This design comes from an exercise in tuning for small area and a short achievable clock period on the open sky130 flow, not from production work. The RTL of this run was laid out without a check of its function.

==> design.v <==
module viterbi_add_select #(
    parameter ZA = 0,
    parameter ZB = 0
) (
    input             clk,
    input      [11:0] m0,       
    input      [11:0] m1,       
    input      [8:0]  bA,
    input      [8:0]  bB,
    input      [9:0]  eu,       
    input      [9:0]  ed,       
    input             go,       
    input             hold,     
    output reg        du,       
    output reg        dd,       
    output reg [11:0] mu,       
    output reg [11:0] md        
);
wire [11:0] i0 = {m0[11:8] + 4'd1, m0[7:0]};    
wire [11:0] i1 = {m1[11:8] + 4'd1, m1[7:0]};    
wire [11:0] u0 = ZA ? i0 : m0 + {3'd0, bA};
wire [11:0] u1 = ZB ? i1 : m1 + {3'd0, bB};
wire [11:0] d0 = ZB ? i0 : m0 + {3'd0, bB};
wire [11:0] d1 = ZA ? i1 : m1 + {3'd0, bA};
wire [11:0] n1 = ~m1;
wire [11:0] xu = {{2{eu[9]}}, eu};
wire [11:0] xd = {{2{ed[9]}}, ed};
wire [11:0] su = m0 ^ n1 ^ xu;
wire [11:0] cu = (m0 & n1) | (m0 & xu) | (n1 & xu);
wire [11:0] sd = m0 ^ n1 ^ xd;
wire [11:0] cd = (m0 & n1) | (m0 & xd) | (n1 & xd);
wire        gu = ~sign12(su, {cu[10:0], 1'b1});
wire        gd = ~sign12(sd, {cd[10:0], 1'b1});
function automatic sign12;
    input [11:0] x;
    input [11:0] y;
    reg   [10:0] g, p, g2, p2;
    integer j, k;
    begin
        g = x[10:0] & y[10:0];
        p = x[10:0] | y[10:0];
        for (k = 1; k < 11; k = k * 2) begin
            g2 = g;
            p2 = p;
            for (j = k; j < 11; j = j + 1) begin
                g2[j] = g[j] | (p[j] & g[j-k]);
                p2[j] = p[j] & p[j-k];
            end
            g = g2;
            p = p2;
        end
        sign12 = x[11] ^ y[11] ^ g[10];
    end
endfunction
wire su0 = go & ~gu;
wire su1 = go &  gu;
wire sd0 = go & ~gd;
wire sd1 = go &  gd;
always @(posedge clk) begin
    du <= gu;
    dd <= gd;
    mu <= ({12{su0}} & u0) | ({12{su1}} & u1) | ({12{hold}} & mu);
    md <= ({12{sd0}} & d0) | ({12{sd1}} & d1) | ({12{hold}} & md);
end
endmodule
module viterbi_data_forward(
    input         clk,
    input         rst,
    input  [7:0]  LLR0,
    input  [7:0]  LLR1,
    input         data_in_v,
    output [63:0] back_info,
    output        back_info_v
);
localparam [63:0] ATAB = {
    2'd3, 2'd2, 2'd3, 2'd2, 2'd0, 2'd1, 2'd0, 2'd1,
    2'd0, 2'd1, 2'd0, 2'd1, 2'd3, 2'd2, 2'd3, 2'd2,
    2'd1, 2'd0, 2'd1, 2'd0, 2'd2, 2'd3, 2'd2, 2'd3,
    2'd2, 2'd3, 2'd2, 2'd3, 2'd1, 2'd0, 2'd1, 2'd0};
wire [9:0] sa = {LLR0[7], LLR0[7], LLR0};
wire [9:0] sb = {LLR1[7], LLR1[7], LLR1};
reg  [7:0] ra, rb;
reg  [8:0] rp;
reg  [9:0] rq, rnq, rpp, rnp;    
reg        v1, v2, clr;
always @(posedge clk) begin
    ra  <= LLR0;
    rb  <= LLR1;
    rp  <= sa[8:0] + sb[8:0] + 9'd256;
    rq  <= sa - sb;
    rnq <= sb - sa;
    rpp <= sa + sb;
    rnp <= -(sa + sb);
    v1  <= data_in_v & ~rst;
    v2  <= v1 & ~rst;
    clr <= rst;
end
wire go   = v1;
wire hold = ~v1 & ~clr;
wire [8:0] bm [0:3];
assign bm[0] = 9'd256;
assign bm[1] = {~ra[7], ra[7], ra[6:0]};
assign bm[2] = {~rb[7], rb[7], rb[6:0]};
assign bm[3] = rp;
wire [9:0] ee [0:3];
assign ee[0] = rnp;
assign ee[1] = rq;
assign ee[2] = rnq;
assign ee[3] = rpp;
wire [11:0] m [0:63];
genvar i;
generate
    for (i = 0; i < 32; i = i + 1) begin : bf
        localparam integer A = ATAB[2*i +: 2];
        localparam integer B = 3 - A;
        viterbi_add_select #(.ZA(A == 0), .ZB(B == 0)) u (
            .clk  (clk),
            .m0   (m[2*i]),
            .m1   (m[2*i+1]),
            .bA   (bm[A]),
            .bB   (bm[B]),
            .eu   (ee[A]),
            .ed   (ee[B]),
            .go   (go),
            .hold (hold),
            .du   (back_info[i]),
            .dd   (back_info[i+32]),
            .mu   (m[i]),
            .md   (m[i+32])
        );
    end
endgenerate
assign back_info_v = v2;
endmodule
==> run.sh <==
#!/bin/bash
# synth_recipe.tcl (not shown) runs the flow's synth.tcl, then flattens the netlist and writes it again
# the make line also repeats each setting of config.mk as NAME=value (left out here)
make -C /OpenROAD-flow-scripts/flow DESIGN_CONFIG=/design/flow/config.mk WORK_HOME=/design/flow/orfs CLKGATE_MAP_FILE= SYNTH_SCRIPT=/design/flow/synth_recipe.tcl finish
==> config.mk <==
export PLATFORM = sky130hd
export DESIGN_NAME = viterbi_data_forward
export DESIGN_NICKNAME = viterbi_data_forward
export VERILOG_FILES = /design/flow/design.v
export SDC_FILE = /design/flow/constraint.sdc
export NUM_CORES = 8
export LEC_CHECK = 0
export CAP_MARGIN = 20
export CORE_MARGIN = 2
export CORE_UTILIZATION = 40
export CTS_BUF_LIST = sky130_fd_sc_hd__clkbuf_8
export CTS_CLUSTER_SIZE = 30
export SETUP_SLACK_MARGIN = 2.0
export SLEW_MARGIN = 20
==> constraint.sdc <==
create_clock -name core_clock -period 5.5 [get_ports {clk}]
set_input_delay 1.1000 -clock core_clock [delete_from_list [all_inputs] [get_ports {clk}]]
set_output_delay 1.1000 -clock core_clock [all_outputs]
set_load 0.01 [all_outputs]
==> notes.md <==
==> sequential cells by signal (all words and copies together), names as in the netlist, 7 cells and up <==
| name | flops |
|---|---|
| bf.u.md | 384 |
| rpp | 8 |
| ra | 8 |
| rnq | 8 |
| rb | 8 |
| rq | 8 |
| bf.u.dd | 32 |
| rnp | 10 |
| bf.u.du | 32 |
| bf.u.mu | 384 |
| rp | 7 |
==> what timing repair did <==
action	CTS	global route
pin swaps	460	321
cloned	52	4
gates resized for setup	1331	535
setup endpoints to repair	828	812
buffers inserted	362	87
==> cell families after synthesis <==
kind of cell               after synthesis  share of synthesized area, %
and+or+nand+nor                       1993                         9.307
xor gates and xnor gates              1239                         11.27
muxes                                  609                         6.253
buffers and inverters                 1208                         4.999
DFF                                    892                         18.28
AOI/OAI and AO/OA                     3008                         19.94
adders and majority gates             1903                         29.95
==> synth_stat cells, types with 18 or more instances <==
library cell	instances	area, sq um
sky130_fd_sc_hd__xor2_1	381	3337
sky130_fd_sc_hd__o211ai_1	49	367.9
sky130_fd_sc_hd__a2111oi_0	39	341.6
sky130_fd_sc_hd__nor3_1	124	620.6
sky130_fd_sc_hd__nand2_1	760	2853
sky130_fd_sc_hd__or2_2	27	168.9
sky130_fd_sc_hd__o2111ai_1	45	394.1
sky130_fd_sc_hd__a21o_1	278	2087
sky130_fd_sc_hd__o221ai_1	37	324.1
sky130_fd_sc_hd__clkbuf_1	239	897.1
sky130_fd_sc_hd__and3_1	50	312.8
sky130_fd_sc_hd__o41ai_1	19	166.4
sky130_fd_sc_hd__a22o_1	54	473.0
sky130_fd_sc_hd__buf_2	36	180.2
sky130_fd_sc_hd__nor2b_1	138	863.3
sky130_fd_sc_hd__a221oi_1	32	280.3
sky130_fd_sc_hd__a31oi_1	75	469.2
sky130_fd_sc_hd__o22ai_1	428	2678
sky130_fd_sc_hd__a211oi_1	27	202.7
sky130_fd_sc_hd__maj3_1	148	1481
sky130_fd_sc_hd__o21ai_0	395	1977
sky130_fd_sc_hd__nand4_1	24	150.1
sky130_fd_sc_hd__nand3_1	259	1296
sky130_fd_sc_hd__ha_1	960	12010
sky130_fd_sc_hd__fa_1	778	15570
sky130_fd_sc_hd__buf_4	71	533.0
sky130_fd_sc_hd__mux2i_1	599	5996
sky130_fd_sc_hd__o311ai_0	35	306.5
sky130_fd_sc_hd__o21bai_1	195	1464
sky130_fd_sc_hd__a41oi_1	26	227.7
sky130_fd_sc_hd__o21a_1	41	307.8
sky130_fd_sc_hd__a21boi_0	45	337.8
sky130_fd_sc_hd__nor2_1	437	1640
sky130_fd_sc_hd__dfxtp_1	892	17860
sky130_fd_sc_hd__o311ai_1	63	551.8
sky130_fd_sc_hd__nand2b_1	36	225.2
sky130_fd_sc_hd__xnor2_1	848	7427
sky130_fd_sc_hd__and2_1	71	444.2
sky130_fd_sc_hd__a22oi_1	18	135.1
sky130_fd_sc_hd__o21ai_1	156	780.8
sky130_fd_sc_hd__inv_1	839	3149
sky130_fd_sc_hd__a21oi_1	755	3779
sky130_fd_sc_hd__o31ai_1	54	405.4
==> per-layer routing <==
metal / vias to the layer above / part of all wire (%) / track usage (%)
li1: 40120 / - / -
met1: 45200 / 41 / 43.65
met2: 4356 / 43 / 50.78
met3: 1125 / 9.2 / 6.897
met4: 10 / 6.7 / 19.27
met5: - / 0.018 / 0
==> how the worst min path moves through the flow <==
stage,endpoint,depth (start not counted),start
2_1_floorplan,bf[17].u.md[11],1,clr
3_3_place_gp,bf[10].u.md[0],1,bf[10].u.md[0]
3_5_place_dp,bf[30].u.md[11],2,bf[30].u.md[11]
4_1_cts,clr,1,rst
5_1_grt,bf[0].u.md[4],2,bf[0].u.md[4]
6_report,bf[22].u.md[11],2,bf[22].u.md[11]
==> tightest hold or removal path, stage by stage, from the launching register on <==
cell	delay [ns]
sky130_fd_sc_hd__dfxtp_1	0.36
sky130_fd_sc_hd__nand2_1	0.07
sky130_fd_sc_hd__o21ai_1	0.05
==> stage by stage <==
step,instances,cell area [sq um],worst slack [ns]
final,14870,122300,1.420
after global routing,14860,122300,1.364
after CTS,14770,118700,1.534
after detailed placement,14020,104000,0.2720
after global placement,14020,104000,0.3004
after floorplan,10850,98730,0.9850
==> layout make-up <==
cell class | count | area (sq um)
clock buffers | 236 | 3248
well taps | 3202 | 4006
clock inverters | 100 | 674.4
repair buffers | 824 | 10000
inverters | 849 | 3278
flip-flops and latches | 892 | 18070
multi-input cells | 8757 | 83000
diodes | 7 | 17.52
fillers | 22010 | 120700
==> impl_summary.log <==
INFO  metric sequential_share_of_the_synthesized_area = a little under a fifth
INFO  metric initial_utilization = 40.20%
INFO  metric chipWidth = about 500 microns
INFO  metric grt.overflow.total = 0
INFO  metric synth.lib_cells_used.distinct = ~80
INFO  metric synth_edf_count = 0
INFO  metric routabilityCongestion = 0.9750
INFO  metric track_usage = between 30% and 40%
INFO  metric timing.final.crit_period = 4.080 ns
INFO  metric syn2layout_area_growth = 25.19%
INFO  metric die_height = ~500 microns
INFO  metric cap_viol_max_count = 0
INFO  metric crit_required = 6.37 ns
INFO  metric start_kind = flop
INFO  metric critical_path_cell_list = fa_1 -> maj3_2 -> a2111oi_4 -> nor3b_2 -> a21o_1 -> maj3_2 -> o221a_1 -> maj3_2 -> xnor2_4 -> clkbuf_16 -> buf_4 -> a32oi_1 -> o31ai_1
INFO  metric rr_endpoint = bf[20].u.md[9]
INFO  metric later_pin_clock_latency_in_the_skew_report = around 1.1 ns
INFO  metric setup-violations-final = 0
INFO  metric vias = 90,810
INFO  metric synthesis.instances = 10,850
INFO  metric post-route-util = 50.33%
INFO  metric top_level_ports = 84
INFO  metric worst_pin_slew = 1.299 ns
INFO  metric dr.pass1.iters = 9
INFO  metric dp.final_hpwl = 309,300 microns
INFO  metric r2r_path_start = bf[8].u.md[0]
INFO  metric clkTransAtPathRegs = 0.06 ns
INFO  metric wirelength = 427,000 microns
INFO  metric synth-seq-cells = 892
INFO  metric worstPathMaxFanout = 5
INFO  metric number_of_cell_rows = 181
INFO  metric cp_slowest_cell = sky130_fd_sc_hd__dfxtp_1
INFO  metric setup_total_negative_slack = 0 ns
INFO  metric cts_inserted_buffers = 186
INFO  metric critPathBufInv = 2
INFO  metric buffer_ports.inserted = 83
INFO  metric drc_errors = 0
INFO  metric syn_nets = about 13,000
INFO  metric timing.reg2reg.worst_path_depth = 13
INFO  metric timing.critical_path.arrival = 4.95 ns
INFO  metric timing.fmax = 0.2451 GHz
INFO  metric worstSetupStartpoint = bf[8].u.md[0]
INFO  metric worstHoldPathType = flop to flop
INFO  metric post_drt_wl_per_cell = 28.72 microns
INFO  metric avgSynthCellArea = 9.002 sq um
INFO  metric postRouteAntennaNets = 0
INFO  metric antenna_found_initial = 22
INFO  metric max-slew-margin-rel = 13.40%
INFO  metric worst-path-stages = 13
INFO  metric unrepaired_setup_endpoints_after_global_routing = yes
INFO  metric clock_path_buffers = 3
INFO  metric post-route-period-util = 74.18%
INFO  metric worst_path_dominant_cell_family = adder cells
INFO  metric grt_max_degree = about 170
INFO  metric synth_ff_type = sky130_fd_sc_hd__dfxtp_1
INFO  metric r2r_setup_slack = 1.42 ns
INFO  metric end_kind = flop
INFO  metric clock_tree.root_cell = sky130_fd_sc_hd__clkbuf_8
INFO  metric layout_common_cells = sky130_fd_sc_hd__ha_1 (960), sky130_fd_sc_hd__inv_1 (864), sky130_fd_sc_hd__xnor2_1 (818), sky130_fd_sc_hd__dfxtp_1 (791), sky130_fd_sc_hd__fa_1 (773)
INFO  metric dr.first_iter.drc_count = 8,458
INFO  metric floorplan.die_area = 248,200 sq um
INFO  metric summed_instance_area_of_the_synthesized_netlist = between 90,000 and 100,000 sq um
INFO  metric drive_gt1_share = 19.26%
INFO  metric yosysWarningCount = 4
INFO  metric postCtsHoldBufs = 0
INFO  metric grt_pass1_wl = 610,300 microns
INFO  metric final.setup_skew = 0.05422 ns
INFO  metric hold_violations = 0
INFO  metric critical-path-max-stage-delay = 0.64 ns
INFO  metric worst-setup-path-type = flop to flop
INFO  metric critical_path.endpoint = bf[20].u.md[9]
INFO  metric most_common_cell_after_layout_fill_and_taps_aside = sky130_fd_sc_hd__ha_1
INFO  metric tritoncts_clock_tree = built
INFO  metric grt_pass1_vias = between 80,000 and 90,000
INFO  metric ys_async_sr_fraction = 0%
INFO  metric detail_route.vias_per_cell = 6.108
INFO  metric critical_path.most_common_cell = sky130_fd_sc_hd__maj3_2
INFO  metric fp.coreArea = 243,000 sq um
INFO  metric layout.nets = 13,270
INFO  metric clock_sinks = 892
INFO  metric whs = around 0.53 ns
INFO  metric htree_levels = 4
INFO  metric slew_viol_final = 0
INFO  metric status = no timing/DRC/antenna violations

[port drivers added, routing unchanged]
Ports are ideal in the flow. The routed layout listed here was re-timed in OpenROAD.
Step 1 assumes that a clkbuf_16 drives the clock port and a buf_2 every other input.
Step 2 also shifts input and output timing later by t, the mid clock arrival at the registers, as if the neighbouring blocks saw the same clock.
Slacks: ideal / step 1 / step 2; pairs: ideal / step 1.
t, ns: 1.104
setup slack, ns: 1.420 / 1.420 / 1.330
hold WS [ns]: 0.531 / 0.531 / 0.531
latest minus earliest clock arrival (ns): 0.054 / 0.055
slew at the worst register clock pin (ns): 0.07 / 0.07
After both steps setup and hold are still met in this run. For this run, drivers alone change the setup slack by 0.000 ns; drivers and shift together by -0.090 ns.
